Source: an optimization exercise on an open RTL-to-GDS flow (aim: small area and a short achievable clock period). Production flows keep margins and buffers that such runs may drop. No run shown here included a check of the RTL's function; only the layout flow was run.

--- design/flow/config.mk ---
export PLATFORM = sky130hd
export DESIGN_NAME = simon_for
export DESIGN_NICKNAME = simon_for
export VERILOG_FILES = /design/flow/design.v
export SDC_FILE = /design/flow/constraint.sdc
export NUM_CORES = 4
export LEC_CHECK = 0
export CAP_MARGIN = 20
export CORE_MARGIN = 2
export CORE_UTILIZATION = 40
export PLACE_DENSITY = 0.6
export SLEW_MARGIN = 20
export SYNTH_HIERARCHICAL = 1
export SYNTH_MINIMUM_KEEP_SIZE = 0
--- design/flow/constraint.sdc ---
create_clock -name core_clock -period 34.0 [get_ports {clk}]
set_input_delay 6.8000 -clock core_clock [delete_from_list [all_inputs] [get_ports {clk}]]
set_output_delay 6.8000 -clock core_clock [all_outputs]
set_load 0.01 [all_outputs]
--- design/flow/design.v ---
module simon_xor2(input a, input b, output y);
    assign y = a ^ b;
endmodule
module simon_xnor2(input a, input b, output y);
    assign y = ~(a ^ b);
endmodule
module simon_nand2(input a, input b, output y);
    assign y = ~(a & b);
endmodule
module simon_inv(input a, output y);
    assign y = ~a;
endmodule
module simon_key_for(
    input  [63:0]  keytext,
    output [447:0] key_total    
);
    localparam [61:0] Z = 62'b01100111000011010100100010111110110011100001101010010001011111;
    localparam [31:0] SKIP = 32'b1001_0010_0100_1001_0000_0000_0000_0000;
    localparam [31:0] NEEDP = (SKIP >> 2) | (SKIP >> 4);
    wire [511:0] k;    
    wire [511:0] m;    
    wire [511:0] p;    
    assign k[63:0] = keytext;
    genvar i, j;
    generate
        for (i = 1; i < 31; i = i + 1) begin : g_m
            for (j = 0; j < 16; j = j + 1) begin : g_b
                simon_xor2 u_m(.a(k[16*i+j]), .b(k[16*i+(j+1)%16]), .y(m[16*i+j]));
            end
        end
        for (i = 0; i < 32; i = i + 1) begin : g_p
            if (NEEDP[i]) begin : g_need
                for (j = 0; j < 16; j = j + 1) begin : g_b
                    simon_xor2 u_p(.a(k[16*i+j]), .b(k[16*i+(j+2)%16]), .y(p[16*i+j]));
                end
            end else begin : g_none
                assign p[16*i +: 16] = 16'd0;    
            end
        end
        for (i = 0; i < 28; i = i + 1) begin : g_k
            wire [15:0] early, kn;
            for (j = 0; j < 16; j = j + 1) begin : g_b
                if (j >= 2 || (j == 0 && Z[i])) begin : g_inv
                    simon_xnor2 u_e(.a(k[16*i+j]), .b(m[16*(i+1)+j]), .y(early[j]));
                end else begin : g_keep
                    simon_xor2 u_e(.a(k[16*i+j]), .b(m[16*(i+1)+j]), .y(early[j]));
                end
                if (SKIP[i+4]) begin : g_skip
                    localparam integer B3 = (j + 3) % 16;
                    localparam integer B4 = (j + 4) % 16;
                    localparam D3 = (B3 >= 2) ? 1'b1 : (B3 == 0) ? Z[i-1] : 1'b0;
                    localparam D4 = (B4 >= 2) ? 1'b1 : (B4 == 0) ? Z[i-1] : 1'b0;
                    wire q, e2;
                    simon_xor2 u_q(.a(m[16*(i-1)+B3]), .b(p[16*i+B3]), .y(q));
                    if (D3 ^ D4) begin : g_inv2
                        simon_xnor2 u_e2(.a(early[j]), .b(q), .y(e2));
                    end else begin : g_keep2
                        simon_xor2  u_e2(.a(early[j]), .b(q), .y(e2));
                    end
                    simon_xnor2 u_k(.a(e2), .b(p[16*(i+2)+(j+6)%16]), .y(kn[j]));
                end else begin : g_step
                    simon_xnor2 u_k(.a(early[j]), .b(m[16*(i+3)+(j+3)%16]), .y(kn[j]));
                end
                simon_inv u_d(.a(kn[j]), .y(k[16*(i+4)+j]));
            end
        end
    endgenerate
    assign key_total = k[511:64];
endmodule
module simon_for(
    input  [31:0] plaintext,
    input  [63:0] keytext,
    input         clk,
    output reg [31:0] ciphertext
);
    wire [447:0] key_total;
    wire [511:0] rk = {key_total, keytext};    
    simon_key_for key_generate(
        .keytext(keytext),
        .key_total(key_total)
    );
    wire [16*33-1:0] x;     
    wire [16*33-1:16] xn;   
    assign x[15:0] = plaintext[31:16];
    wire [16*33-1:0] y = {x[16*32-1:0], plaintext[15:0]};
    genvar i, j;
    generate
        for (i = 0; i < 32; i = i + 1) begin : g_round
            wire [15:0] yk, w, n;
            for (j = 0; j < 16; j = j + 1) begin : g_b
                simon_xor2  u_yk(.a(y[16*i+j]), .b(rk[16*i + j]), .y(yk[j]));
                simon_nand2 u_n (.a(x[16*i+(j+15)%16]), .b(x[16*i+(j+8)%16]), .y(n[j]));
                if (i == 0) begin : g_first
                    simon_xor2  u_w (.a(yk[j]), .b(x[16*i+(j+14)%16]), .y(w[j]));
                    simon_xor2  u_x (.a(w[j]), .b(n[j]), .y(xn[16*(i+1)+j]));
                end else begin : g_next
                    simon_xor2  u_w (.a(yk[j]), .b(xn[16*i+(j+14)%16]), .y(w[j]));
                    simon_xnor2 u_x (.a(w[j]), .b(n[j]), .y(xn[16*(i+1)+j]));
                end
                simon_inv   u_d (.a(xn[16*(i+1)+j]), .y(x[16*(i+1)+j]));
            end
        end
    endgenerate
    always @(posedge clk)
        ciphertext <= x[16*31 +: 32];
endmodule
--- design/flow/flow/run.sh ---
#!/bin/bash
# The standard layout with two changes of cell choice, not of the circuit:
#  - after the standard synthesis, every inv_1 becomes an inv_2 (same area, twice the
#    drive; the inverters drive the design's fanout-4 nets);
#  - the port buffers are buf_2 cells instead of the default clkdlybuf4s50_1 delay cell,
#    which is twice the area and slow on the input paths.
set -euo pipefail
here=$(pwd)
bash standard.sh synth > make_synth.log 2>&1
ODB=$here/orfs/results/$FLOW_PLATFORM/simon_for/base/1_synth.odb \
  openroad -no_init -exit flow/swap_inv.tcl > openroad_swap_inv.log 2>&1
bash standard.sh "BUFFER_PORTS_ARGS=-buffer_cell sky130_fd_sc_hd__buf_2" finish > make_finish.log 2>&1
--- design/flow/flow/swap_inv.tcl ---
# swap every inv_1 for inv_2 (same area, twice the drive)
read_db $::env(ODB)
set db [ord::get_db]
set to [$db findMaster sky130_fd_sc_hd__inv_2]
set n 0
foreach inst [[ord::get_db_block] getInsts] {
  if {[[$inst getMaster] getName] eq "sky130_fd_sc_hd__inv_1"} {
    $inst swapMaster $to
    incr n
  }
}
puts "swapped $n inv_1 to inv_2"
write_db $::env(ODB)
--- design/flow/standard.sh ---
#!/bin/bash
# synth_recipe.tcl (not shown) runs the flow's synth.tcl, then flattens the netlist and writes it again
# the make line also repeats each setting of config.mk as NAME=value (left out here)
make -C /OpenROAD-flow-scripts/flow DESIGN_CONFIG=/design/flow/config.mk WORK_HOME=/design/flow/orfs CLKGATE_MAP_FILE= SYNTH_SCRIPT=/design/flow/synth_recipe.tcl "${@:-finish}"
==> results of run 1 <==
## placed cells by master, fill, tap and decap left out, drive strengths merged
cell type and n:
xor2 1918, xnor2 1362, inv 960, nand2 512
buf 129, dfxtp 32, clkbuf 5, clkinv 1
bufinv 1, clkinvlp 1
## worst max-delay path: cells and delay by family
family	cells	cell delay, ns
xor gates and xnor gates	54	12.89
buffers and inverters	20	3.10
and+or+nand+nor	4	0.37
## modules after synthesis (local to each module, per instance), a selection
module       cells  cell area, µm²  copies in the design  flops+latches
simon_for       32             641                     1             32
simon_nand2      1            3.75                   512              0
simon_xor2       1            8.76                  1918              0
simon_inv        1            3.75                   960              0
simon_xnor2      1            8.76                  1362              0
## logic make-up after synthesis
kind of cell,Yosys count,synth area share
XOR/XNOR,3280,0.823
buffers and inverters,960,0.103
flip-flops,32,0.0184
AND/OR/NAND/NOR,512,0.0551
## area by class of cell
cell class / count / area [µm²]
Clock buffer: 5 / 125
Tap cell: 1155 / 1450
Clock inverter: 3 / 42.5
Fill cell: 9158 / 49500
Inverter: 960 / 3600
Timing Repair Buffer: 129 / 648
Sequential cell: 32 / 641
Multi-Input combinational cell: 3792 / 30600
## metrics by stage
stage	cell area [µm²]	hold WS (ns)	util
after global placement	37000	7.19	0.427
after CTS	37200	7.49	0.429
after floorplan	34900	7.10	-
after global routing	37200	7.50	0.429
final	37200	7.48	0.429
after detailed placement	37000	7.19	0.427
## metal layers
metal / share of wire / up-vias / global-route usage
met2: 0.49 / 982 / 0.500
met1: 0.41 / 13200 / 0.328
met4: 0.051 / 0 / 0.122
li1: - / 13800 / -
met3: 0.047 / 307 / 0.0194
met5: 0 / - / 0
## worst max path at each step
stage / start / to / slack [ns] / cells past startpoint
global route: keytext[17] / ciphertext[29]$_DFF_P_ / 9.99 / 77
detailed placement: keytext[17] / ciphertext[20]$_DFF_P_ / 11.02 / 77
global placement: keytext[17] / ciphertext[19]$_DFF_P_ / 10.97 / 78
CTS: keytext[17] / ciphertext[20]$_DFF_P_ / 11.22 / 77
floorplan: keytext[16] / ciphertext[19]$_DFF_P_ / 14.49 / 73
finish: keytext[17] / ciphertext[28]$_DFF_P_ / 10.92 / 78
==> run notes, run 1 <==
The flip-flop count of the largest register after layout was 32; the core region area was 86,600 µm². The run gives 43.3 MHz as the timing-limited maximum frequency. Among the stages of the critical path, the cell type that occurs most often is sky130_fd_sc_hd__xnor2_1. The final critical-path share of the clock period is 0.679, and the detailed placement HPWL is 112,000 µm.

The floorplan has 108 rows. At the pin with the least slew margin, the transition time is 0.718 ns. The worst path meets setup with 10.92 ns of slack.

Counting every sink on the clock net gives 32. In this run, the number of DRC markers left after iteration 0 of detailed routing was 2,089. Overflow left after global routing: 0. The number of hold-slack violations in the final timing report is 0. The clock-pin slew of the registers on the worst-case setup and hold paths was 0.05 ns. The number of nets in the synthesized netlist is 4,881. The run gives 0.518 as the worst max-slew margin expressed relative to the limit. The number of clock buffers added by TritonCTS is 5. After detailed routing, the number of remaining DRC violations is 0. The first detailed-routing pass took 5 iterations. Die outline height: 299 µm. Ranked by total cell area, the synthesized netlist is headed by sky130_fd_sc_hd__xor2_1 (48%), sky130_fd_sc_hd__xnor2_1 (34%), sky130_fd_sc_hd__inv_1 (10%).

The distinct cell type count after synthesis was 5; the biggest cell delay along the critical path was 0.55 ns. Yosys mapped a number of flops with a built-in enable equal to 0. The number of input and output port buffers inserted was 128. The proportion of register bits with asynchronous set or reset after synthesis is 0. Yosys printed 7 warnings. The floorplan step defined a die boundary enclosing 89,600 µm². Cell with the biggest individual delay on the critical path: sky130_fd_sc_hd__xor2_1.

The run gives 2 as the number of levels in the clock H-tree. Entering global routing, the biggest net connects 12 pins. The run gives 34,900 µm² as the combined area of all synthesized cells. The cell taking the most area after synthesis was sky130_fd_sc_hd__xor2_1.

The startpoint identified for the worst hold timing path is ciphertext[13]$_DFF_P_. For the post-CTS setup buffer count, the log shows 0. The tools report the number of antenna violations at the first check in global routing as 0. By instance count, the leading cell after synthesis is sky130_fd_sc_hd__xor2_1. The worst setup path is launched from a primary input. The register with the most flip-flops in the final layout is ciphertext. The run gives 127,000 µm as the detailed-route wire length.

From left edge to right edge, the die measures 299 µm. Setup repair after global routing left no endpoint under its margin. The final layout contains 5,017 nets. Prior to clock tree synthesis, the placed netlist has a worst setup slack of 11.02 ns. The most used flip-flop cell after synthesis is sky130_fd_sc_hd__dfxtp_1. The run gives 0 as the antenna diode instance count. The tools report the end point of the worst hold path as ciphertext[13].

The setup total negative slack is 0 ns. The area share of the leading cell type in the synthesized netlist is 0.481. The starting density of the core came out at 0.403.

The number of nets still failing antenna checks after routing was 0. The largest registers in the layout are ciphertext: 32 flops. Including well taps, the total number of placed cells is 6,068. Data arrives at the worst endpoint at 23.24 ns. The number of top-level design ports came out at 129. The tool flagged a number of max-cap violations equal to 0. The cell sitting at the root of the clock tree is a sky130_fd_sc_hd__clkbuf_16.

The synthesized area per cell came out at 7.29 µm². After detailed routing, the number of vias per cell comes to 4.64. Detailed routing inserted a total of 28,200 vias. The via count of the first global-routing pass was 29,500; the count of pins over their slew limit was 0.

TritonCTS built the clock tree. The flow ran to the end and the layout has no timing, DRC or antenna violations. The maximum buffer depth of the clock tree is 2. Once layout is complete, the cells apart from fillers number 6,076.

The tools report the number of instances in the synthesized netlist as 4,784. In this run the worst hold path is classified as reg -> out. The first global-routing pass estimated 186,000 µm of wire. Of all nets on the critical path, the largest fanout is 6. In this run, post-CTS hold repair placed 0 buffers.

STA classifies the critical path endpoint as a flip-flop. Data on the critical path is required at its endpoint by 34.17 ns. After detailed routing, the average wire length per cell comes to 20.8 µm. The share of final-layout standard cells stronger than drive strength 1 was 0.223. Overall global routing resource usage: 0.274. The category of the critical setup timing path was in -> reg.

After synthesis, the most frequently instantiated cells are sky130_fd_sc_hd__xor2_1 (1,918), sky130_fd_sc_hd__xnor2_1 (1,362), sky130_fd_sc_hd__inv_1 (960), sky130_fd_sc_hd__nand2_1 (512), sky130_fd_sc_hd__dfxtp_1 (32). The logs give 0.0184 for the sequential area share after synthesis and 0 for the post-cts repair resize count. The number of cells traversed by the worst hold path works out to 1. Compared with the post-synthesis result, the final layout area differs by 6.48%.

The congestion estimate from routability-driven global placement came to 1.04. Setup violations remaining at the end of the flow were counted as 0. The worst path in the final design needs a cycle of 23.08 ns, including I/O delays and setup. The post-synthesis sequential element count came out at 32.
==> run 2: changes to the inputs <==
==> design/flow/design.v (replaced) <==
module simon_xor2(input a, input b, output y);
    assign y = a ^ b;
endmodule
module simon_xnor2(input a, input b, output y);
    assign y = ~(a ^ b);
endmodule
module simon_nand2(input a, input b, output y);
    assign y = ~(a & b);
endmodule
module simon_inv(input a, output y);
    assign y = ~a;
endmodule
module simon_key_for(
    input  [63:0]  keytext,
    output [431:0] key_total,   
    output [15:0]  key31_n      
);
    localparam [61:0] Z = 62'b01100111000011010100100010111110110011100001101010010001011111;
    wire [495:0] k;    
    wire [511:0] m;    
    assign k[63:0] = keytext;
    genvar i, j;
    generate
        for (i = 1; i < 31; i = i + 1) begin : g_m
            for (j = 0; j < 16; j = j + 1) begin : g_b
                simon_xor2 u_m(.a(k[16*i+j]), .b(k[16*i+(j+1)%16]), .y(m[16*i+j]));
            end
        end
        for (i = 0; i < 28; i = i + 1) begin : g_k
            wire [15:0] early;
            for (j = 0; j < 16; j = j + 1) begin : g_b
                if (j >= 2 || (j == 0 && Z[i])) begin : g_inv
                    simon_xnor2 u_e(.a(k[16*i+j]), .b(m[16*(i+1)+j]), .y(early[j]));
                end else begin : g_keep
                    simon_xor2 u_e(.a(k[16*i+j]), .b(m[16*(i+1)+j]), .y(early[j]));
                end
                wire kn;
                simon_xnor2 u_k(.a(early[j]), .b(m[16*(i+3)+(j+3)%16]), .y(kn));
                if (i < 27) begin : g_drive
                    simon_inv u_d(.a(kn), .y(k[16*(i+4)+j]));
                end else begin : g_last
                    assign key31_n[j] = kn;
                end
            end
        end
    endgenerate
    assign key_total = k[495:64];
endmodule
module simon_for(
    input  [31:0] plaintext,
    input  [63:0] keytext,
    input         clk,
    output reg [31:0] ciphertext
);
    wire [431:0] key_total;
    wire [15:0]  key31_n;
    wire [495:0] rk = {key_total, keytext};    
    simon_key_for key_generate(
        .keytext(keytext),
        .key_total(key_total),
        .key31_n(key31_n)
    );
    wire [16*33-1:0] x;    
    assign x[15:0] = plaintext[31:16];
    wire [16*33-1:0] y = {x[16*32-1:0], plaintext[15:0]};
    genvar i, j;
    generate
        for (i = 0; i < 32; i = i + 1) begin : g_round
            wire [15:0] yk, w, n, xn;    
            for (j = 0; j < 16; j = j + 1) begin : g_b
                if (i < 31) begin : g_mid
                    simon_xor2  u_yk(.a(y[16*i+j]), .b(rk[16*i + j]), .y(yk[j]));
                end else begin : g_last
                    simon_xnor2 u_yk(.a(y[16*i+j]), .b(key31_n[j]), .y(yk[j]));
                end
                simon_xor2  u_w (.a(yk[j]), .b(x[16*i+(j+14)%16]), .y(w[j]));
                simon_nand2 u_n (.a(x[16*i+(j+15)%16]), .b(x[16*i+(j+8)%16]), .y(n[j]));
                if (i < 31) begin : g_drive
                    simon_xor2  u_x (.a(w[j]), .b(n[j]), .y(xn[j]));
                    simon_inv   u_d (.a(xn[j]), .y(x[16*(i+1)+j]));
                end else begin : g_last_x
                    simon_xnor2 u_x (.a(w[j]), .b(n[j]), .y(x[16*(i+1)+j]));
                end
            end
        end
    endgenerate
    always @(posedge clk)
        ciphertext <= x[16*31 +: 32];
endmodule
==> run 2 against run 1 <==
Non-clock buffer count decreased by 1. Maximum frequency decreased by 7.1%. Still clean. Cell count decreased by 8.3%. Sequential share of layout area increased by 0.18 points. Area after synthesis decreased by 9.2%. Worst hold slack got worse by 0.0014 ns. Setup slack got worse by 1.8 ns. Die area decreased by 9.1%. Critical path depth increased by 11. Flip-flop and latch count unchanged.
==> run notes, run 2 <==
The flow ran to the end and the layout has no timing, DRC or antenna violations. The flip-flop count of the largest register after layout is 32 (unchanged).

The run gives 78,700 µm² (-9.1%) as the core region area. STA classifies the critical path startpoint as a primary input. The timing-limited maximum frequency is 40.3 MHz (-7.1%). For the via count of the first global-routing pass, the log shows 26,700 (-9.4%). The run gives 0 ns (unchanged) as the setup total negative slack.

Clock tree synthesis selected as its root buffer the cell sky130_fd_sc_hd__clkbuf_16. The die outline height is 285 µm (-4.7%). The number of synthesized flops with an enable pin works out to 0 (unchanged).

The library cells used most frequently in the layout, excluding fill and tap cells, are sky130_fd_sc_hd__xor2_1 (2,026), sky130_fd_sc_hd__inv_2 (928), sky130_fd_sc_hd__xnor2_1 (886). Category of the critical setup timing path: in -> reg. The post-synthesis sequential element count was 32 (unchanged). The worst hold path begins at ciphertext[2]$_DFF_P_.

The tools report the starting density of the core as 0.402 (-0.000637). For the number of buffers created by CTS, the log shows 5 (unchanged). The logs give 166,000 µm (-11%) for the wire length of the first global-routing pass and 4,497 (-7.9%) for the number of nets in the synthesized netlist. The overflow left after global routing is 0 (unchanged), and the number of input and output port buffers inserted is 128 (unchanged). Setup repair after global routing left no endpoint under its margin.

The number of nets still failing antenna checks after routing was 0 (unchanged); the number of top-level design ports was 129 (unchanged). The actual transition at the worst max-transition pin is 0.574 ns (-0.145 ns). The met1 track demand over resource in global routing is 0.318 (-0.0101), and the chip width is 285 µm (-4.7%). The area share of the leading cell type in the synthesized netlist was 0.560 (+0.0789).

The clock-pin slew of the registers on the worst-case setup and hold paths is 0.05 ns (about the same). Counting instances in the post-synthesis netlist gives the leading cell types as sky130_fd_sc_hd__xor2_1 (2,026), sky130_fd_sc_hd__inv_1 (928), sky130_fd_sc_hd__xnor2_1 (886), sky130_fd_sc_hd__nand2_1 (512), sky130_fd_sc_hd__dfxtp_1 (32). Count of pins over their slew limit: 0 (unchanged). The final critical-path share of the clock period works out to 0.731 (+0.0520). Maximum buffer depth of the clock tree: 2 (unchanged).

For the detailed placement HPWL, the log shows 98,700 µm (-12%). The met3 layer usage reported by global route was 0.0197 (+0.000255). The share of final-layout standard cells stronger than drive strength 1 was 0.235 (+0.0125); the total setup violations reported at the end of the flow was 0 (unchanged). The class of the worst hold path was reg -> out. The relative area change from synthesis to final layout was 6.26%. Area of the die: 81,400 µm² (-9.1%). The number of instances in the synthesized netlist is 4,400 (-8.0%).

The final routed wire length divided by cell count was 20.1 µm (-3.7%). The proportion of register bits with asynchronous set or reset after synthesis is 0 (unchanged), and the worst endpoint required time is 34.15 ns (-0.02 ns). For the post-cts repair resize count, the log shows 0 (unchanged). The run gives 0.615 (+0.0971) as the worst max-slew margin expressed relative to the limit. The most used standard cell by instance count after synthesis is sky130_fd_sc_hd__xor2_1.

The largest net degree at the start of global routing was 12 (unchanged). Most heavily used metal layer in global routing: met2. The overall global routing resource usage is 0.267 (-0.00780), and the worst-case hold slack is 7.48 ns (-0.00137 ns).

The biggest cell delay along the critical path works out to 0.38 ns (-0.17 ns). For the net total in the final layout, the log shows 4,616 (-8.0%). Number of levels in the clock H-tree: 2 (unchanged).

Cell with the biggest individual delay on the critical path: sky130_fd_sc_hd__xnor2_1. Post-CTS setup buffer count: 0 (unchanged). The number of hold-slack violations in the final timing report came out at 0 (unchanged). The time the final worst path needs with I/O delays and setup came out at 24.84 ns (+1.77 ns). The run gives 0 (unchanged) as the number of buffers inserted for hold repair after clock tree synthesis. The logs give 25.00 ns (+1.76 ns) for the data arrival time at the worst-slack endpoint and 0 (unchanged) for the reported max-cap violation count.

The clock sink count was 32 (unchanged). For the number of standard-cell rows in the floorplan, the log shows 103 (-4.6%). The synthesized area per cell is 7.20 µm² (-1.3%). The largest total area in the synthesized netlist belongs to sky130_fd_sc_hd__xor2_1. The run gives 7 (unchanged) as the yosys synthesis warning count. TritonCTS built the clock tree.

The initial DRC count was 1,732 (-17%); the via count was 25,800 (-8.5%). The run gives 6 (+1) as the distinct cell type count after synthesis. In the final layout, the registers with the most flip-flops are ciphertext: 32 flops. The most used flip-flop cell after synthesis is sky130_fd_sc_hd__dfxtp_1.

The largest fanout on the critical path is 4 (-2), and the combined area of all synthesized cells is 31,700 µm² (-9.2%). The via density per instance is 4.63 (-0.27%), and the final weighted congestion in routability-driven placement is 1.02 (-2.0%). The number of cells traversed by the worst hold path was 1 (unchanged). The number of antenna violations at the first check in global routing is 2 (+2).

Yosys attributes the largest share of cell area to sky130_fd_sc_hd__xor2_1 (56%), sky130_fd_sc_hd__xnor2_1 (25%), sky130_fd_sc_hd__inv_1 (11%). The leading cell type in the layout, fill and taps excluded is sky130_fd_sc_hd__xor2_1. Most frequent cell on the critical path: sky130_fd_sc_hd__xor2_1. The run gives 0.488 (-0.0122) as the global-route track usage on met2. The worst setup path is captured at a flip-flop. The register with the most flip-flops in the final layout is ciphertext.

The tools report the end point of the worst hold path as ciphertext[2]. For the detailed-route wire length, the log shows 112,000 µm (-12%). The sequential area share after synthesis is 0.0202 (+0.00187), and the count of unresolved DRC violations after routing is 0 (unchanged). The number of detailed-routing iterations run before antenna repair was 6 (+1).
[run 2: changes by cell type after synthesis, sizes merged]
cell	before	now
xnor2	1362	886
xor2	1918	2026
buf	0	16
inv	960	928
[run 2: cell families after synthesis]
kind of cell	Yosys count	share of synthesized area
AND/OR/NAND/NOR	512	0.0607
buffers and inverters	944	0.114
flip-flops	32	0.0202
XOR/XNOR	2912	0.805
[run 2: modules after synthesis, one instance, submodules excluded]
module / cells / cell area, µm²
simon_inv: 1 / 3.75
simon_for: 32 / 641
simon_xor2: 1 / 8.76
simon_xnor2: 1 / 8.76
simon_key_for: 16 / 120
simon_nand2: 1 / 3.75
[run 2: worst max-delay path by stage]
stage / cells after the start / from / slack, ns / endpoint
2_1_floorplan: 88 / keytext[20] / 13.21 / ciphertext[19]$_DFF_P_
3_3_place_gp: 89 / keytext[20] / 9.42 / ciphertext[22]$_DFF_P_
3_5_place_dp: 89 / keytext[20] / 9.56 / ciphertext[22]$_DFF_P_
4_1_cts: 89 / keytext[20] / 9.75 / ciphertext[22]$_DFF_P_
5_1_grt: 89 / keytext[20] / 8.34 / ciphertext[22]$_DFF_P_
6_report: 89 / keytext[20] / 9.16 / ciphertext[22]$_DFF_P_
[run 2: final cells by class]
| class | instances | area (µm²) |
|---|---|---|
| tap | 1050 | 1310 |
| fill | 8294 | 45100 |
| sequential | 32 | 641 |
| clock inverter | 3 | 18.8 |
| clock buffer | 5 | 125 |
| multi-input combinational | 3424 | 27400 |
| inverter | 928 | 3480 |
| timing repair buffer | 128 | 641 |
| antenna | 2 | 5.00 |
[run 2: stage by stage]
step,area (µm²),utilization,setup slack (ns),cells
2_1_floorplan,31700,-,13.21,4400
3_3_place_gp,33500,0.426,9.42,5562
3_5_place_dp,33500,0.426,9.56,5562
4_1_cts,33600,0.427,9.75,5570
5_1_grt,33700,0.427,8.34,5572
6_report,33700,0.427,9.16,5572
[run 2: worst max-delay path: cells and delay by family]
| family | cells | cell delay (ns) |
|---|---|---|
| buffers and inverters | 29 | 3.92 |
| XOR/XNOR | 60 | 14.21 |
[run 2: routing by layer]
layer	up-vias	wire, µm	part of all wire
li1	12600	-	-
met1	12000	45500	0.41
met2	905	55500	0.50
met3	276	5350	0.048
met4	0	5540	0.050
met5	-	0	0
==> run 3: changes to the inputs <==
==> design/flow/flow/run.sh (replaced) <==
#!/bin/bash
# The standard layout with these changes of how it is made, not of the circuit:
#  - after the standard synthesis, every inv_1 becomes an inv_2 (same area, twice the
#    drive; the inverters drive the design's fanout-4 nets);
#  - the port buffers are buf_2 cells instead of the default clkdlybuf4s50_1 delay cell,
#    which is twice the area and slow on the input paths;
#  - timing-driven global placement reweights the critical nets more often, more
#    strongly and for more of them (the key schedule's chain and the last rounds).
set -euo pipefail
here=$(pwd)
bash standard.sh synth > make_synth.log 2>&1
ODB=$here/orfs/results/$FLOW_PLATFORM/simon_for/base/1_synth.odb \
  openroad -no_init -exit flow/swap_inv.tcl > openroad_swap_inv.log 2>&1
bash standard.sh "BUFFER_PORTS_ARGS=-buffer_cell sky130_fd_sc_hd__buf_2" \
  "GLOBAL_PLACEMENT_ARGS=-timing_driven_net_reweight_overflow {80 70 60 50 40 30 20} -timing_driven_net_weight_max 5 -timing_driven_nets_percentage 30" \
  finish > make_finish.log 2>&1
==> run 3 against run 2 <==
Maximum frequency is 1.4% lower. Die area did not move. Via count is 2.7% higher. Global-route usage rose by 2.2 points. Routed wire length up 8.1%. Sequential share of layout area is essentially flat. First-iteration DRC count is 23% higher. Critical path type unchanged. Critical endpoint is now ciphertext[16]$_DFF_P_. Largest cell class unchanged.
==> run notes, run 3 <==
The flow ran to the end and the layout has no timing, DRC or antenna violations. The number of synthesized flops with an enable pin is 0 (unchanged). The number of levels in the clock H-tree was 2 (unchanged). The leading cell type in the layout, fill and taps excluded was sky130_fd_sc_hd__xor2_1.

The number of buffers created by CTS was 5 (unchanged); the maximum buffer depth of the clock tree was 2 (unchanged). The tools report the end point of the worst hold path as ciphertext[7]. The register containing the most flip-flops in the final layout was ciphertext. The path length in cells of the critical path is 89 (unchanged), and the biggest cell delay along the critical path is 0.41 ns (+0.03 ns). Category of the critical setup timing path: in -> reg. The number of detailed-routing iterations run before antenna repair is 7 (+1), and the count of unresolved DRC violations after routing is 0 (unchanged). The tightest min-delay check is of the reg -> out type. The run gives 81,400 µm² (unchanged) as the area of the die.

The final routed wire length divided by cell count was 21.7 µm (+8.1%). The number of buffers inserted for hold repair after clock tree synthesis was 0 (unchanged); the clock-pin slew of the registers on the worst-case setup and hold paths was 0.05 ns (about the same). The tools report the post-CTS setup buffer count as 0 (unchanged). The distinct cell type count after synthesis was 6 (unchanged); the time the final worst path needs with I/O delays and setup was 25.19 ns (+0.352 ns). The worst endpoint required time came out at 34.16 ns (about the same). For the core region area, the log shows 78,700 µm² (unchanged). The post-cts repair resize count is 0 (unchanged).

The tools report the total setup violations reported at the end of the flow as 0 (unchanged). Cell taking the most area after synthesis: sky130_fd_sc_hd__xor2_1. Number of input and output port buffers inserted: 128 (unchanged). The post-synthesis sequential element count works out to 32 (unchanged). The run gives 3 (+1) as the number of antenna violations at the first check in global routing. Counting instances in the post-synthesis netlist gives the leading cell types as sky130_fd_sc_hd__xor2_1 (2,026), sky130_fd_sc_hd__inv_1 (928), sky130_fd_sc_hd__xnor2_1 (886), sky130_fd_sc_hd__nand2_1 (512), sky130_fd_sc_hd__dfxtp_1 (32). The logs give 7.48 ns (+0.00347 ns) for the worst-case hold slack and 0 (unchanged) for the number of nets still failing antenna checks after routing. The sequential area share after synthesis was 0.0202 (unchanged); the final critical-path share of the clock period was 0.741 (+0.0103). Combined area of all synthesized cells: 31,700 µm² (unchanged). The routed length on met2 is 57,000 µm (+2.8%).

The cell sitting at the root of the clock tree is a sky130_fd_sc_hd__clkbuf_16. The tools report the detailed-route wire length as 121,000 µm (+8.1%). Flip-flop count of the largest register after layout: 32 (unchanged).

The logs give 7310 µm (+37%) for the routed length on met3 and 33,700 µm² (about the same) for the final design instance area without fill. The run gives 129 (unchanged) as the number of top-level design ports. The number of cells traversed by the worst hold path is 1 (unchanged). The largest fanout on the critical path works out to 4 (unchanged). The final weighted congestion in routability-driven placement is 1.07 (+5.7%). The logs give 4,400 (unchanged) for the number of instances in the synthesized netlist and 4,497 (unchanged) for the number of nets in the synthesized netlist. For the yosys synthesis warning count, the log shows 7 (unchanged).

The detailed placement HPWL was 105,000 µm (+6.8%). The tools report the number of standard-cell rows in the floorplan as 103 (unchanged). The library cells used most frequently in the layout, excluding fill and tap cells, are sky130_fd_sc_hd__xor2_1 (2,026), sky130_fd_sc_hd__inv_2 (928), sky130_fd_sc_hd__xnor2_1 (886). The chip width is 285 µm (unchanged).

The relative area change from synthesis to final layout is 6.30% (about the same), and the core occupancy in the finished layout is 0.428 (about the same). The via count came out at 26,500 (+2.7%). The endpoint class of the critical path was a flip-flop. Ranked by total cell area, the synthesized netlist is headed by sky130_fd_sc_hd__xor2_1 (56%), sky130_fd_sc_hd__xnor2_1 (25%), sky130_fd_sc_hd__inv_1 (11%). The number of hold-slack violations in the final timing report was 0 (unchanged); the initial DRC count was 2,133 (+23%). The area share of the leading cell type in the synthesized netlist came out at 0.560 (unchanged).

The logs give 32 (unchanged) for the clock sink count and 33,500 µm² (unchanged) for the cell area reported after detailed placement. For the setup total negative slack, the log shows 0 ns (unchanged). TritonCTS built the clock tree. Cell with the biggest individual delay on the critical path: sky130_fd_sc_hd__xor2_1. The count of buffer and inverter cells on the critical path was 29 (unchanged); the via density per instance was 4.76 (+2.7%). The die outline height works out to 285 µm (unchanged).

Count of pins over their slew limit: 0 (unchanged). Setup repair after global routing left no endpoint under its margin.

The highest metal layer used by the detailed router was met5. Counting stages on the worst path, the most repeated cell is sky130_fd_sc_hd__xor2_1. STA classifies the critical path startpoint as a primary input.

The largest registers in the layout are ciphertext: 32 flops. The most used flip-flop cell after synthesis is sky130_fd_sc_hd__dfxtp_1. The run gives 39.7 MHz (-1.4%) as the timing-limited maximum frequency. For the net total in the final layout, the log shows 4,616 (unchanged). The top cell family by delay on the critical path was XOR/XNOR gates. Starting density of the core: 0.402 (unchanged).

The share of final-layout standard cells stronger than drive strength 1 is 0.235 (about the same). The actual transition at the worst max-transition pin was 0.648 ns (+0.0748 ns). The overall global routing resource usage was 0.289 (+0.0222); the overflow left after global routing was 0 (unchanged). The synthesized area per cell was 7.20 µm² (unchanged). The tools report the data arrival time at the worst-slack endpoint as 25.35 ns (+0.35 ns). Reported max-cap violation count: 0 (unchanged). Proportion of register bits with asynchronous set or reset after synthesis: 0 (unchanged). The wire length of the first global-routing pass was 178,000 µm (+7.4%); the largest net degree at the start of global routing was 10 (-2). The via count of the first global-routing pass was 27,300 (+2.1%).

For the worst max-slew margin expressed relative to the limit, the log shows 0.565 (-0.0502). In this run the most critical hold path is launched from ciphertext[7]$_DFF_P_. The met1 routed wirelength after detailed routing was 49,900 µm (+9.9%). By instance count, the leading cell after synthesis is sky130_fd_sc_hd__xor2_1.
## run 3: cell types whose count changed in the layout (fill, tap and decap cells not counted)
cell                       previous run  this run
sky130_fd_sc_hd__clkbuf_8             0         2
sky130_fd_sc_hd__diode_2              2         3
sky130_fd_sc_hd__clkinv_4             1         0
sky130_fd_sc_hd__clkinv_2             2         0
## run 3: worst max path at each step
stage / from / slack [ns] / endpoint
after floorplan: keytext[20] / 13.21 / ciphertext[19]$_DFF_P_
after global placement: keytext[27] / 8.69 / ciphertext[16]$_DFF_P_
after detailed placement: keytext[27] / 9.20 / ciphertext[16]$_DFF_P_
after CTS: keytext[27] / 9.39 / ciphertext[16]$_DFF_P_
after global routing: keytext[27] / 8.11 / ciphertext[16]$_DFF_P_
final: keytext[27] / 8.81 / ciphertext[16]$_DFF_P_
## run 3: layer usage
| metal | up-vias | global-route usage |
|---|---|---|
| met1 | 12600 | 0.356 |
| met3 | 336 | 0.0326 |
| met4 | 2 | 0.136 |
| met2 | 1041 | 0.499 |
| li1 | 12600 | - |
| met5 | - | 0 |
## run 3: kinds of logic (layout without fill, tap and decap cells)
kind of cell	after synthesis	after routing	share of synthesized area
XOR/XNOR	2912	2912	0.805
buffers and inverters	944	1063	0.114
flip-flops	32	32	0.0202
other	0	3	0
AND/OR/NAND/NOR	512	512	0.0607
## run 3: stage by stage
stage               instances  setup WS (ns)
CTS                      5569           9.39
global placement         5562           8.69
detailed placement       5562           9.20
global route             5571           8.11
floorplan                4400          13.21
finish                   5572           8.81
## run 3: area by class of cell
| class | instances | area (µm²) |
|---|---|---|
| Tap cell | 1050 | 1310 |
| Multi-Input combinational cell | 3424 | 27400 |
| Antenna cell | 3 | 7.51 |
| Clock buffer | 7 | 153 |
| Timing Repair Buffer | 128 | 641 |
| Inverter | 928 | 3480 |
| Fill cell | 8356 | 45100 |
| Sequential cell | 32 | 641 |
## run 3: modules after synthesis (local to each module, per instance)
module,cells,area [µm²],times used
simon_inv,1,3.75,928
simon_xor2,1,8.76,2026
simon_nand2,1,3.75,512
simon_xnor2,1,8.76,886
simon_key_for,16,120,1
simon_for,32,641,1
==> run 4: changes to the inputs <==
--- a/design/flow/flow/run.sh
+++ b/design/flow/flow/run.sh
@@ -12,5 +12,5 @@
 ODB=$here/orfs/results/$FLOW_PLATFORM/simon_for/base/1_synth.odb \
   openroad -no_init -exit flow/swap_inv.tcl > openroad_swap_inv.log 2>&1
 bash standard.sh "BUFFER_PORTS_ARGS=-buffer_cell sky130_fd_sc_hd__buf_2" \
-  "GLOBAL_PLACEMENT_ARGS=-timing_driven_net_reweight_overflow {80 70 60 50 40 30 20} -timing_driven_net_weight_max 5 -timing_driven_nets_percentage 30" \
+  "GLOBAL_PLACEMENT_ARGS=-timing_driven_net_reweight_overflow {79 64 49 29 21 15} -timing_driven_net_weight_max 3 -timing_driven_nets_percentage 20" \
   finish > make_finish.log 2>&1
==> run 4 against run 3 <==
Still clean on timing, DRC and antenna. Cell count barely moved. Core utilization hardly changed. First-iteration DRC count shrank 9.0%. Via count fell by 1.7%. Maximum frequency rose by 3.1%. Flip-flop and latch count is the same. Critical path type unchanged.
==> run notes, run 4 <==
The tools report the maximum buffer depth of the clock tree as 2 (unchanged). The tools report the number of nets still failing antenna checks after routing as 0 (unchanged). The largest fanout on the critical path was 4 (unchanged). For the net total in the final layout, the log shows 4,616 (unchanged). The top cell types in the final layout, fill and taps aside, are sky130_fd_sc_hd__xor2_1 (2,026), sky130_fd_sc_hd__inv_2 (928), sky130_fd_sc_hd__xnor2_1 (886). The non-filler instance count after layout was 5,574 (+0.036%); the detailed placement HPWL was 100,000 µm (-4.8%). The largest registers in the layout are ciphertext: 32 flops. The run finished with no timing, DRC or antenna violations.

The cell total after placement came out at 5,562 (unchanged). The tools report the starting density of the core as 0.402 (unchanged).

The prevailing post-synth register cell is sky130_fd_sc_hd__dfxtp_1. The tools report the sequential cell area as 641 µm² (unchanged). The relative area change from synthesis to final layout was 6.34% (about the same); the number of hold-slack violations in the final timing report was 0 (unchanged).

The min-delay analysis places its worst path in the category reg -> out. TritonCTS built the clock tree. The number of top-level design ports was 129 (unchanged). The run gives 170,000 µm (-4.6%) as the wire length of the first global-routing pass. The commonest cells after synthesis are sky130_fd_sc_hd__xor2_1 (2,026), sky130_fd_sc_hd__inv_1 (928), sky130_fd_sc_hd__xnor2_1 (886), sky130_fd_sc_hd__nand2_1 (512), sky130_fd_sc_hd__dfxtp_1 (32). The final weighted congestion in routability-driven placement came out at 1.03 (-4.4%).

The register with the most flip-flops in the final layout is ciphertext. The final routed wire length divided by cell count works out to 20.5 µm (-5.5%). The tools report the via count as 26,100 (-1.7%).

The die outline height was 285 µm (unchanged); the clock-pin slew of the registers on the worst-case setup and hold paths was 0.05 ns (about the same). The run gives 0 (unchanged) as the post-cts repair resize count. STA classifies the critical path endpoint as a flip-flop. For this design, the slowest cell found on the critical path is sky130_fd_sc_hd__xor2_1. The number of input and output port buffers inserted works out to 128 (unchanged).

The run gives 40.9 MHz (+3.1%) as the timing-limited maximum frequency. The number of cells traversed by the worst hold path is 1 (unchanged), and the flip-flop count of the largest register after layout is 32 (unchanged). The number of levels in the clock H-tree is 2 (unchanged).

The number of antenna violations at the first check in global routing was 4 (+1); the share of final-layout standard cells stronger than drive strength 1 was 0.235 (about the same). Sorting the synthesized cells by area gives the leading types as sky130_fd_sc_hd__xor2_1 (56%), sky130_fd_sc_hd__xnor2_1 (25%), sky130_fd_sc_hd__inv_1 (11%). For the initial DRC count, the log shows 1,942 (-9.0%). The tools report the reported max-cap violation count as 0 (unchanged). The run gives 0 (unchanged) as the count of unresolved DRC violations after routing.

The via count of the first global-routing pass is 27,000 (-0.98%), and the sequential area share after synthesis is 0.0202 (unchanged). The final-layout fill cell count was 8,346 (-0.12%); the synthesized area per cell was 7.20 µm² (unchanged). The largest net degree at the start of global routing was 11 (+1); the overall global routing resource usage was 0.273 (-0.0157). The post-synthesis sequential element count is 32 (unchanged).

The number of buffers inserted for hold repair after clock tree synthesis came out at 0 (unchanged). Worst max-slew margin expressed relative to the limit: 0.630 (+0.0651). The biggest cell delay along the critical path came out at 0.40 ns (about the same). The run gives 81,400 µm² (unchanged) as the area of the die.

The number of nets in the synthesized netlist is 4,497 (unchanged), and the final critical-path share of the clock period is 0.719 (-0.0225). The tools report the total setup violations reported at the end of the flow as 0 (unchanged). The tools report the setup total negative slack as 0 ns (unchanged). Chip width: 285 µm (unchanged). The post-CTS setup buffer count was 0 (unchanged); the area share of the leading cell type in the synthesized netlist was 0.560 (unchanged).

The tools report the core region area as 78,700 µm² (unchanged). Counting stages on the worst path, the most repeated cell is sky130_fd_sc_hd__xor2_1. The area of the multi-input gates is 27,400 µm² (unchanged).

The number of instances in the synthesized netlist is 4,400 (unchanged), and the time the final worst path needs with I/O delays and setup is 24.43 ns (-0.765 ns). The tools report the number of standard-cell rows in the floorplan as 103 (unchanged). The tools report the distinct cell type count after synthesis as 6 (unchanged). Actual transition at the worst max-transition pin: 0.551 ns (-0.0970 ns). Combined area of all synthesized cells: 31,700 µm² (unchanged). Clock sink count: 32 (unchanged).

Number of detailed-routing iterations run before antenna repair: 5 (-2). Leaving out fill and tap cells, the most frequent cell in the layout is sky130_fd_sc_hd__xor2_1. The run gives 0 (unchanged) as the overflow left after global routing. The detailed-route wire length is 114,000 µm (-5.5%). Setup repair after global routing left no endpoint under its margin.

The number of synthesized flops with an enable pin is 0 (unchanged), and the via density per instance is 4.68 (-1.7%). By instance count, the leading cell after synthesis is sky130_fd_sc_hd__xor2_1. For the worst endpoint required time, the log shows 34.17 ns (about the same). The critical path is of the in -> reg type.

The biggest area contributor in the post-synthesis netlist is sky130_fd_sc_hd__xor2_1. The data arrival time at the worst-slack endpoint is 24.60 ns (-0.75 ns), and the yosys synthesis warning count is 7 (unchanged). The cell chosen for the clock root was sky130_fd_sc_hd__clkbuf_16. The proportion of register bits with asynchronous set or reset after synthesis is 0 (unchanged). The number of buffers created by CTS was 5 (unchanged); the count of pins over their slew limit was 0 (unchanged). The worst setup path is launched from a primary input.
## run 4: cell counts after synthesis
Identical to the previous run, type by type.
## run 4: final timing paths
kind	from	endpoint	slack, ns
setup / recovery	keytext[29]	ciphertext[24]$_DFF_P_	9.57
hold / removal	ciphertext[16]$_DFF_P_	ciphertext[16]	7.49
## run 4: Yosys stat by module, one instance, submodules excluded
module / area [µm²] / cells inside / flops+latches / copies in the design
simon_xnor2: 8.76 / 1 / 0 / 886
simon_xor2: 8.76 / 1 / 0 / 2026
simon_for: 641 / 32 / 32 / 1
simon_key_for: 120 / 16 / 0 / 1
simon_inv: 3.75 / 1 / 0 / 928
simon_nand2: 3.75 / 1 / 0 / 512
## run 4: worst max-delay path: cells and delay by family
| family | cells | cell delay [ns] |
|---|---|---|
| xor+xnor | 60 | 13.48 |
| buf+inv | 29 | 4.24 |
## run 4: through the flow
| step | setup WS, ns | utilization | cell area, µm² | hold WS, ns |
|---|---|---|---|---|
| 2_1_floorplan | 13.21 | - | 31700 | 7.10 |
| 3_3_place_gp | 9.80 | 0.426 | 33500 | 7.20 |
| 3_5_place_dp | 9.86 | 0.426 | 33500 | 7.20 |
| 4_1_cts | 10.08 | 0.428 | 33700 | 7.50 |
| 5_1_grt | 8.72 | 0.428 | 33700 | 7.50 |
| 6_report | 9.57 | 0.428 | 33700 | 7.49 |
## run 4: final cells by class
cell class                 count  area share
multi-input combinational   3424       0.814
inverter                     928       0.103
tap                         1050      0.0390
sequential                    32      0.0190
timing repair buffer         128      0.0190
clock buffer                   6     0.00383
clock inverter                 2     0.00104
antenna                        4    0.000297
## run 4: kinds of logic after synthesis
| group | synth area share |
|---|---|
| buf+inv | 0.114 |
| simple gates | 0.0607 |
| xor+xnor | 0.805 |
| flops | 0.0202 |
## run 4: routing by layer
layer	global-route usage	part of all wire
met5	0	0
met4	0.108	0.046
met3	0.0172	0.049
met2	0.487	0.49
met1	0.341	0.42

==> separate check: timing with driven ports <==
In the flow no input, the clock included, has a driving cell. The finished layouts below were timed again as built, in two steps. Step 1: set_driving_cell puts a clkbuf_16 on clk and a buf_2 on each other input, an assumption about the parent block. Step 2 times the ports against the registers' clock, not the clock port: input delays grow and output delays shrink by t, the midpoint of the rising clock arrivals with the driver on. Three values: ideal ports, drivers, drivers and shift; two values: the first two.
run | t (ns) | slack for setup (ns) | latest minus earliest clock arrival (ns) | pins driven straight from the clock port
run 1 | 0.298 | 10.925 / 10.925 / 10.627 | 0.004 / 0.004 | 1
run 2 | 0.298 | 9.157 / 9.164 / 8.866 | 0.008 / 0.008 | 1
run 3 | 0.309 | 8.805 / 8.807 / 8.498 | 0.005 / 0.005 | 1
run 4 | 0.311 | 9.570 / 9.570 / 9.258 | 0.003 / 0.003 | 1
After both steps setup and hold are still met in every run listed. The setup slack of run 4, which loses most, moves by 0.000 ns with the drivers and by -0.312 ns with both steps.
